From an optimization exercise on the open Yosys and OpenROAD flow, aimed at small area and a short achievable clock period; shortcuts taken in it are not production practice.
The RTL was checked by simulation tests, not by an equivalence proof against the original design.
Power is estimated from default activity; no workload was simulated.

File: flow/design.v
module alu(
    input [2:0] op,
    input [31:0] A,
    input [31:0] B,
    output reg [31:0] result
    );
wire sub = (op == 3'd1);
wire [31:0] sum = A + (B ^ {32{sub}}) + {31'd0, sub};
always @(*) begin
    case (op)
    3'd0, 3'd1: result = sum;
    3'd2: result = A & B;
    3'd3: result = A | B;
    3'd4: result = ~A;
    3'd5: result = A ^ B;
    3'd6: result = B;
    default: result = 32'd0;
    endcase
end
endmodule
module registerfile
  (input clk,
   input write,
   input [3:0] wrAddr,
   input [31:0] wrData,
   input [3:0] rdAddrm,
   output [31:0] rdDatam,
   input [3:0] rdAddrn,
   output [31:0] rdDatan);
   reg [31:0] mem [0:15];
   assign rdDatam = mem[rdAddrm];
   assign rdDatan = mem[rdAddrn];
   always @(posedge clk)
      if (write)
         mem[wrAddr] <= wrData;
endmodule
module processor(
    input clk,
    input rst,
    output [31:0] imem_addr,
    input [31:0] imem_rdata,
    output dmem_en,
    output dmem_we,
    output [31:0] dmem_addr,
    output [31:0] dmem_wdata,
    input [31:0] dmem_rdata,
    output wb_en,
    output [3:0] wb_addr,
    output [31:0] wb_data
    );
reg [31:0] pc;
reg [31:0] f_ir, d_ir;
reg f_v, d_v;
reg [31:0] e_A, e_B;
reg [4:0] e_shamt;
reg e_sh;
reg [2:0] e_op;
reg e_zupd, e_beq, e_wen, e_men, e_we;
reg [3:0] e_rd;
reg br;      
reg z;       
reg [31:0] m_A, m_B;
reg [2:0] m_op;
reg m_wen, m_en, m_we;
reg [3:0] m_rd;
reg [31:0] w_data;
reg [3:0] w_rd;
reg w_en;
assign imem_addr = br ? {8'd0, e_B[23:0]} : pc;
always @(posedge clk) begin
    f_ir <= imem_rdata;
    d_ir <= f_ir;
    f_v <= ~rst;
    d_v <= ~rst & f_v & ~br;
    if (rst)
        pc <= 32'd0;
    else
        pc <= imem_addr + 32'd1;
end
wire       d_I   = d_ir[31];
wire       d_S   = d_ir[30];
wire [5:0] d_opc = d_ir[29:24];
wire [3:0] d_rn  = d_ir[23:20];
wire [3:0] d_rm  = d_ir[3:0];
wire d_mem = d_opc[5] & d_opc[4];
wire d_ls  = d_ir[27];
wire d_regw = ~(d_mem & ~d_ls);
wire [3:0] d_rd = (d_opc[5] | d_opc[4]) ? d_rn : d_ir[19:16];
wire d_beq = (d_opc == 6'b100100);
wire d_flag = (d_opc == 6'b000110) | (d_opc == 6'b001001) | (d_opc == 6'b011101);
reg [2:0] d_op;
always @(*) begin
    case (d_opc)
    6'b000110: d_op = 3'd0;
    6'b001001: d_op = 3'd1;
    6'b011101: d_op = 3'd1;
    6'b001011: d_op = 3'd2;
    6'b001010: d_op = 3'd3;
    6'b001100: d_op = 3'd4;
    6'b001110: d_op = 3'd5;
    6'b011100: d_op = 3'd6;
    6'b100100: d_op = 3'd6;
    default:   d_op = 3'd7;
    endcase
end
wire [31:0] rf_n, rf_m;
wire [3:0] rf_waddr;
wire [31:0] rf_wdata;
wire rf_we;
registerfile RegFile(clk, rf_we, rf_waddr, rf_wdata, d_rm, rf_m, d_rn, rf_n);
wire d_useimm = d_I | d_beq;
wire [31:0] d_imm = {d_beq ? 8'd0 : {8{d_ir[15]}},
                     d_beq ? d_ir[23:16] : {8{d_ir[15]}},
                     d_ir[15:0]};
wire d_go = ~rst & d_v & ~br;
always @(posedge clk) begin
    e_A <= rf_n;
    e_B <= d_useimm ? d_imm : rf_m;
    e_shamt <= d_useimm ? 5'd0 : d_ir[14:10];
    e_sh <= d_ir[15];
    e_op <= d_op;
    e_rd <= d_rd;
    e_zupd <= d_go & d_S & d_flag;
    e_beq <= d_go & d_beq;
    e_wen <= d_go & d_regw;
    e_men <= d_go & d_mem;
    e_we <= d_go & d_mem & ~d_ls;
end
wire [31:0] e_Bs = e_sh ? (e_B << e_shamt) : (e_B >> e_shamt);
wire e_sub = e_op[0];
wire [31:0] e_y = e_Bs ^ {32{e_sub}};
wire [31:0] e_cin = {e_A[30:0] | e_y[30:0], e_sub};
wire e_zero = ((e_A ^ e_y) == e_cin);
wire e_znext = e_zupd ? e_zero : z;
always @(posedge clk) begin
    if (rst) z <= 1'b0;
    else     z <= e_znext;
    br <= d_go & d_beq & e_znext;
end
always @(posedge clk) begin
    m_A <= e_A;
    m_B <= e_Bs;
    m_op <= e_op;
    m_rd <= e_rd;
    m_wen <= ~rst & e_wen & ~br;
    m_en <= ~rst & e_men;
    m_we <= ~rst & e_we;
end
assign dmem_en = m_en;
assign dmem_we = m_we;
assign dmem_addr = m_B;
assign dmem_wdata = m_A;
wire [31:0] m_res;
alu exec(m_op, m_A, m_B, m_res);
always @(posedge clk) begin
    w_data <= m_en ? dmem_rdata : m_res;
    w_rd <= m_rd;
    w_en <= ~rst & m_wen;
end
assign rf_we = w_en;
assign rf_waddr = w_rd;
assign rf_wdata = w_data;
assign wb_en = w_en;
assign wb_addr = w_rd;
assign wb_data = w_data;
endmodule
File: flow/constraint.sdc
create_clock -name core_clock -period 7.5 [get_ports {clk}]
set_input_delay 1.5000 -clock core_clock [delete_from_list [all_inputs] [get_ports {clk}]]
set_output_delay 1.5000 -clock core_clock [all_outputs]
set_load 0.01 [all_outputs]
File: flow/run.sh
#!/bin/bash
# synth_recipe.tcl (not shown) runs the flow's synth.tcl, then flattens the netlist and writes it again
# the make line also repeats each setting of config.mk as NAME=value (left out here)
make -C /OpenROAD-flow-scripts/flow DESIGN_CONFIG=/design/flow/config.mk WORK_HOME=/design/flow/orfs CLKGATE_MAP_FILE= SYNTH_SCRIPT=/design/flow/synth_recipe.tcl finish
File: flow/config.mk
export PLATFORM = sky130hd
export DESIGN_NAME = processor
export DESIGN_NICKNAME = processor
export VERILOG_FILES = /design/flow/design.v
export SDC_FILE = /design/flow/constraint.sdc
export NUM_CORES = 4
export LEC_CHECK = 0
export CAP_MARGIN = 20
export CORE_MARGIN = 2
export CORE_UTILIZATION = 55
export SETUP_SLACK_MARGIN = 0.1
export SLEW_MARGIN = 20
==> impl_metrics.py, run 1 <==
metrics = {
    "timing": {
        "finalSetupViolations": 0,
        "rsz0062_at_grt": "no",
        "fin_setup_tns_ns": 0,
        "relSlewSlack": 0.2622,
        "hold_viol_final": 0,
        "slew_violations": 0,
        "skew_ns": 0.04692,
        "tightest_slew_ns": 1.098,
        "period_needed_ns": 4.817,
        "max_clock_freq_ghz": 0.2076,
        "post-route-period-util": 0.6422,
    },
    "synthesis": {
        "synth_commonest_cells": "edfxtp_1, mux4_2, dfxtp_1, nor2_1, nand2_1",
        "synth.avg_cell_area_sq_um": 14.42,
        "syn_nets": 2973,
        "syn_area_sq_um": 39990,
        "synth.distinct_cells": 91,
        "async_reset_ff_frac": 0,
        "synthTopCellsByArea": "edfxtp_1, mux4_2, dfxtp_1",
        "yosysWarnings": 3,
        "yosysTopAreaCellShare": 0.3844,
        "yosysSeqAreaShare": 0.5306,
        "synth_top_area_cell": "edfxtp_1",
        "synth_seq_cells": 804,
        "synth_edf_count": 512,
        "syn_inst": 2773,
        "synthMostInstantiatedCell": "edfxtp_1",
        "synth_top_flop_cell": "edfxtp_1",
    },
    "setup_path": {
        "cp-start-kind": "flop",
        "worstPathRequired_ns": 8.05,
        "end_kind": "flop",
        "crit_family": "compound AO/OA/AOI/OAI gates",
        "worstPathCellList": "buf_4 -> nor3b_4 -> buf_4 -> xnor2_1 -> inv_1 -> fa_1 -> o21ai_1 -> a41oi_1 -> o31ai_2 -> a211oi_2 -> o21a_1 -> o221ai_1 -> nand4b_1 -> o211ai_1",
        "max_stage_delay_ns": 0.63,
        "crit_slowest_cell": "o31ai_2",
        "crit_buf_inv": 3,
        "crit_path_max_fanout": 58,
        "worst_path_most_repeated_cell": "buf_4",
        "crit_type": "reg2reg",
        "worstPathArrival_ns": 5.37,
    },
    "final_layout": {
        "post-route-util": 0.6385,
        "fillCellCount": 5261,
        "seq_area_sq_um": 21250,
        "nets": 3126,
        "drive_gt1_frac": 0.2216,
        "area_growth_pct": 14.52,
        "multi_input_area_sq_um": 17610,
    },
    "power": {
        "swShare": 0.2717,
        "powerDensity_nw_per_um2": 240.3,
        "p_int_mw": 8.015,
        "p_clk_frac": 0.381,
        "power_leakage_nw": 16.29,
        "seq_power_share": 0.466,
        "combPwrFrac": 0.153,
        "p_total_mw": 11.01,
        "ir_drop_uv": 208.4,
        "power_switching_mw": 2.990,
    },
    "global_routing": {
        "grt_max_degree": 98,
        "grt_pass1_vias": 25750,
        "track_usage": 0.3289,
        "grt_busiest_layer": "met2",
        "use_met3": 0.05789,
        "grt_pass1_wl_um": 177100,
        "grt_use_met2": 0.5242,
        "grt_use_met1": 0.4566,
        "antenna_found_initial": 11,
        "globalRouteOverflowTotal": 0,
    },
    "place": {
        "gp_congestion": 0.9434,
        "portBuffers": 200,
        "hpwl_um": 80590,
    },
    "die": {
        "core_sq_um": 71730,
        "design.portCount": 201,
        "start_util": 0.5576,
        "die_h_um": 273.7,
        "dieArea_sq_um": 74890,
        "num_rows": 98,
        "die_w_um": 273.7,
    },
    "clocking": {
        "cts_setup_buffers": 0,
        "ctsHtreeMaxLevel": 3,
        "cts_inserted_buffers": 83,
        "cts.path.max_buffers": 3,
        "clockRootBuffer": "clkbuf_16",
        "path_clk_slew_ns": 0.06,
        "clkLatencyLatePin_ns": 0.67,
        "post_cts_resized": 0,
        "cts.sinks": 804,
        "cts_hold_buf": 0,
        "cts_tree": "done",
    },
    "job": {
        "maxCapViolCount": 0,
    },
    "drt": {
        "wl_um": 122600,
        "ant_nets": 0,
        "wl_per_cell_um": 31.04,
        "vias_per_cell": 6.595,
        "drc_errors": 0,
        "vias": 26040,
        "firstDrtPassIters": 6,
        "drtIter0Drc": 3251,
    },
    "worst_hold_path": {
        "hp-class": "reg2reg",
    },
    "run_status": {
        "status": "complete, no violations",
    },
}
-- kinds of logic (layout without fill, tap and decap cells) --
logic type               after synthesis  count (layout)  synth area share
AO/OA/AOI/OAI                        387             387           0.06460
XOR/XNOR                             148             148           0.03241
multiplexers                         500             500            0.2400
other                                  0               1                 0
adder cells (fa/ha/maj)              134             134           0.04211
buffers and inverters                318             542           0.03238
AND/OR/NAND/NOR                      482             482           0.05788
flip-flops                           804             804            0.5306
-- metal layers --
metal,part of all wire,up-vias
met5,0.00071,-
met2,0.48,1375
met3,0.092,241
li1,-,11050
met1,0.39,13360
met4,0.039,12
-- worst register-to-register path, cell delays in order (launching register included) --
cell	delay [ns]
dfxtp_2	0.31
buf_4	0.33
nor3b_4	0.27
buf_4	0.56
xnor2_1	0.23
inv_1	0.08
fa_1	0.41
o21ai_1	0.30
a41oi_1	0.30
o31ai_2	0.63
a211oi_2	0.26
o21a_1	0.27
o221ai_1	0.41
nand4b_1	0.17
o211ai_1	0.21
-- state kept, by name (all words and copies together) (netlist names), 3 cells and up --
register and flops:
e_op 3, w_rd 4, e_shamt 5, d_ir 32
m_B 32, e_rd 4, m_rd 4, m_A 32
pc 32, w_data 32, e_B 32, RegFile.mem 512
f_ir 32, e_A 32, m_op 3
-- cell type report --
class / count / area share
sequential: 804 / 0.4640
multi-input combinational: 1651 / 0.3844
timing repair buffer: 247 / 0.05223
clock buffer: 112 / 0.05081
tap: 950 / 0.02595
inverter: 139 / 0.01139
clock inverter: 44 / 0.01112
antenna: 1 / 0.00005463
-- per-stage QoR --
step / area, sq um / worst slack (ns) / std cells / hold WS [ns]
after floorplan: 39990 / 3.919 / 2773 / 0.3096
final: 45800 / 2.683 / 3948 / 0.3190
after detailed placement: 42940 / 2.829 / 3789 / 0.3120
after global placement: 42940 / 2.836 / 3789 / 0.3103
after global routing: 45800 / 2.509 / 3947 / 0.3257
after CTS: 45770 / 2.818 / 3945 / 0.3226
-- path summary, 6_finish.rpt --
kind / endpoint / start / slack [ns] / cells past startpoint
hold / removal: d_ir[15] / f_ir[15] / 0.32 / 0
hold reg to reg: d_ir[15] / f_ir[15] / 0.32 / 0
setup / recovery: w_data[28] / m_op[2] / 2.68 / 14
setup reg to reg: w_data[28] / m_op[2] / 2.68 / 14
-- power by group through the flow --
stage	logic (mW)	registers [mW]	clock network, mW
floorplan	1.15	5.05	0
global placement	1.65	5.22	0
detailed placement	1.66	5.22	0
finish	1.68	5.13	4.19
CTS	1.67	5.13	4.25
global route	1.82	5.14	4.42
-- placed cells by master (no fill, tap or decap), types with 20 or more instances in the layout --
master,count
a21oi_1,83
o21ai_0,112
clkdlybuf4s50_1,200
nand4_1,20
nand2_1,140
inv_1,136
buf_4,43
nor2b_1,21
xor2_1,55
mux2_2,50
mux4_2,362
xnor2_1,93
dfxtp_1,277
clkbuf_16,84
edfxtp_1,512
mux2i_1,87
nor3_1,22
ha_1,133
nor2_1,155
a21o_1,21
==> inputs of run 2 (changes only) <==
--- a/flow/config.mk
+++ b/flow/config.mk
@@ -6,7 +6,8 @@
 export NUM_CORES = 4
 export LEC_CHECK = 0
+export ABC_CLOCK_PERIOD_IN_PS = 3000
 export CAP_MARGIN = 20
 export CORE_MARGIN = 2
 export CORE_UTILIZATION = 55
-export SETUP_SLACK_MARGIN = 0.1
+export SETUP_SLACK_MARGIN = 4.4
 export SLEW_MARGIN = 20
==> run 2 against run 1 <==
  * Critical path depth unchanged
  * Sequential cell count stayed put
  * Count of clock-buffer cells in the layout is 4 higher
  * Still clean on timing, DRC and antenna
  * Hold slack worse by 0.0059 ns
  * Register-to-register slack improved by 1.1 ns
  * Largest cell class unchanged
==> impl_metrics.py, run 2 <==
metrics = {
    "final_layout": {
        "post-route-util": 0.6891,
        "largest_register_ffs": 512,
        "area_growth_pct": 23.60,
        "drive_gt1_frac": 0.3638,
        "fillCellCount": 4894,
        "top_register": "RegFile.mem",
        "nets": 3317,
        "most-common-layout-cells": "edfxtp_1, mux4_2, dfxtp_1",
        "multi_input_area_sq_um": 18870,
        "final_common_cell": "edfxtp_1",
        "seq_area_sq_um": 21540,
    },
    "synthesis": {
        "synth.distinct_cells": 91,
        "async_reset_ff_frac": 0,
        "yosysWarnings": 3,
        "synth_commonest_cells": "edfxtp_1, mux4_2, dfxtp_1, nor2_1, nand2_1",
        "synth_edf_count": 512,
        "syn_inst": 2773,
        "syn_nets": 2973,
        "syn_area_sq_um": 39990,
        "synthTopCellsByArea": "edfxtp_1, mux4_2, dfxtp_1",
        "synth.avg_cell_area_sq_um": 14.42,
        "synthMostInstantiatedCell": "edfxtp_1",
        "synth_top_area_cell": "edfxtp_1",
        "yosysSeqAreaShare": 0.5306,
        "synth_seq_cells": 804,
        "yosysTopAreaCellShare": 0.3844,
        "synth_top_flop_cell": "edfxtp_1",
    },
    "setup_path": {
        "crit_type": "reg2reg",
        "crit_family": "multiplexers",
        "worstPathArrival_ns": 4.26,
        "end_kind": "flop",
        "worstPathCellList": "buf_12 -> buf_12 -> mux4_2 -> mux4_2 -> and2_4 -> a211oi_2 -> a21oi_2 -> xnor2_1 -> ha_1 -> xor2_1 -> nand4_1 -> nor4_4 -> a32oi_2 -> nor4_1",
        "cp.depth": 14,
        "r2r_cells": 14,
        "cp-start-kind": "flop",
        "crit_path_max_fanout": 8,
        "max_stage_delay_ns": 0.53,
        "worstPathRequired_ns": 8.03,
        "crit_slowest_cell": "mux4_2",
        "crit_start": "e_shamt[0]",
        "crit_buf_inv": 2,
        "reg2reg_from": "e_shamt[0]",
    },
    "clocking": {
        "clockRootBuffer": "clkbuf_16",
        "cts_tree": "done",
        "cts.sinks": 804,
        "path_clk_slew_ns": 0.06,
        "clkLatencyLatePin_ns": 0.67,
        "cts.path.max_buffers": 3,
        "cts_inserted_buffers": 83,
        "ctsHtreeMaxLevel": 3,
    },
    "die": {
        "design.portCount": 201,
        "num_rows": 98,
        "die_w_um": 273.7,
        "dieArea_sq_um": 74890,
        "start_util": 0.5576,
        "die_h_um": 273.7,
        "core_sq_um": 71730,
    },
    "global_routing": {
        "grt_pass1_vias": 26750,
        "grt_pass1_wl_um": 182100,
        "track_usage": 0.3389,
        "antenna_found_initial": 9,
        "grt_max_degree": 83,
        "globalRouteOverflowTotal": 0,
    },
    "place": {
        "gp_congestion": 0.9326,
        "post-place-ws_ns": 2.998,
        "portBuffers": 200,
        "hpwl_um": 79130,
    },
    "worst_hold_path": {
        "whs_path_depth": 0,
        "hp-class": "reg2reg",
        "min_from": "f_ir[10]",
    },
    "timing": {
        "finalSetupViolations": 0,
        "tightest_slew_ns": 1.055,
        "hold_viol_final": 0,
        "period_needed_ns": 3.725,
        "skew_ns": 0.04826,
        "max_clock_freq_ghz": 0.2684,
        "fin_setup_tns_ns": 0,
        "rsz0062_at_grt": "yes",
        "whs_ns": 0.3131,
        "setup_ws_ns": 3.775,
        "slew_violations": 0,
        "relSlewSlack": 0.2934,
        "post-route-period-util": 0.4967,
    },
    "power": {
        "powerDensity_nw_per_um2": 230.8,
        "power_leakage_nw": 18.26,
        "ir_drop_uv": 215.9,
    },
    "drt": {
        "wl_per_cell_um": 31.04,
        "drc_errors": 0,
        "firstDrtPassIters": 7,
        "vias_per_cell": 6.557,
        "ant_nets": 0,
        "wl_um": 128600,
        "vias": 27160,
        "drtIter0Drc": 3373,
    },
    "run_status": {
        "status": "complete, no violations",
    },
    "job": {
        "maxCapViolCount": 0,
    },
}
## run 2: cell counts after synthesis
Identical to the previous run, type by type.
## run 2: repair_timing
item | in CTS | in global routing
gates resized for setup | 586 | 172
pin swaps | 58 | 78
hold buffers | 0 | 0
endpoints found under the setup margin | 203 | 78
buffers inserted | 124 | 64
endpoints found under the hold margin | 0 | 0
gates cloned | 7 | 2
## run 2: worst register-to-register path, cell delays in order (launching register included)
cell and delay (ns):
dfxtp_4 0.37, buf_12 0.15, buf_12 0.14, mux4_2 0.53
mux4_2 0.48, and2_4 0.17, a211oi_2 0.17, a21oi_2 0.09
xnor2_1 0.16, ha_1 0.34, xor2_1 0.15, nand4_1 0.16
nor4_4 0.33, a32oi_2 0.20, nor4_1 0.19
## run 2: area by class of cell
cell class                      count  share of cell area
Clock buffer                      116             0.04946
Sequential cell                   804              0.4358
Antenna cell                        6           0.0003037
Timing Repair Buffer              438             0.08940
Multi-Input combinational cell   1651              0.3817
Tap cell                          950             0.02405
Inverter                          139             0.01081
Clock inverter                     38            0.008429
## run 2: cells by family after synthesis
logic type,Yosys count,share of synthesized area
xor+xnor,148,0.03241
buf+inv,318,0.03238
simple gates,482,0.05788
compound gates,387,0.06460
flops,804,0.5306
fa+ha+maj,134,0.04211
mux,500,0.2400
## run 2: routing by layer
metal / routed length (um) / global-route usage
met5: 73 / 0
met4: 5922 / 0.1431
met3: 11530 / 0.05939
met2: 61330 / 0.5357
met1: 49700 / 0.4672
## run 2: per-stage QoR
step	total power, mW	instances	area, sq um
after floorplan	6.214	2773	40160
after global placement	6.868	3785	42960
after detailed placement	6.881	3785	42970
after CTS	11.25	4070	48050
after global routing	11.77	4137	49420
final	11.41	4142	49430
## run 2: power breakdown
group | switching (mW) | total, mW | internal [mW]
clock network | 1.81 | 4.22 | 2.42
registers | 0.283 | 5.11 | 4.83
logic | 1.08 | 2.07 | 0.994
## run 2: worst paths after layout
check | endpoint | slack (ns)
worst max-delay path | br | 3.77
worst min register to register | d_ir[10] | 0.31
worst min-delay path | d_ir[10] | 0.31
worst max register to register | br | 3.77

[re-timing with driven ports]
Ports are ideal in the flow. The routed layouts listed here were re-timed in OpenROAD. Step 1: set_driving_cell puts a clkbuf_16 on clk and a buf_2 on each other input, an assumption about the parent block. Step 2 moves the port delays by t, midway between the first and last clock arrival at a register: inputs arrive t later, outputs are due t later. That takes back most of the time a late clock gives input paths. a / b / c = ideal / step 1 / step 2; a / b = the first two.
| run | t (ns) | setup WS [ns] | worst data-port slew with drivers (ns) | pins driven straight from the clock port |
|---|---|---|---|---|
| run 1 | 0.716 | 2.683 / 2.683 / 2.683 | 0.05 | 1 |
| run 2 | 0.716 | 3.775 / 3.775 / 3.775 | 0.08 | 1 |
After both steps setup and hold are still met in every run listed.
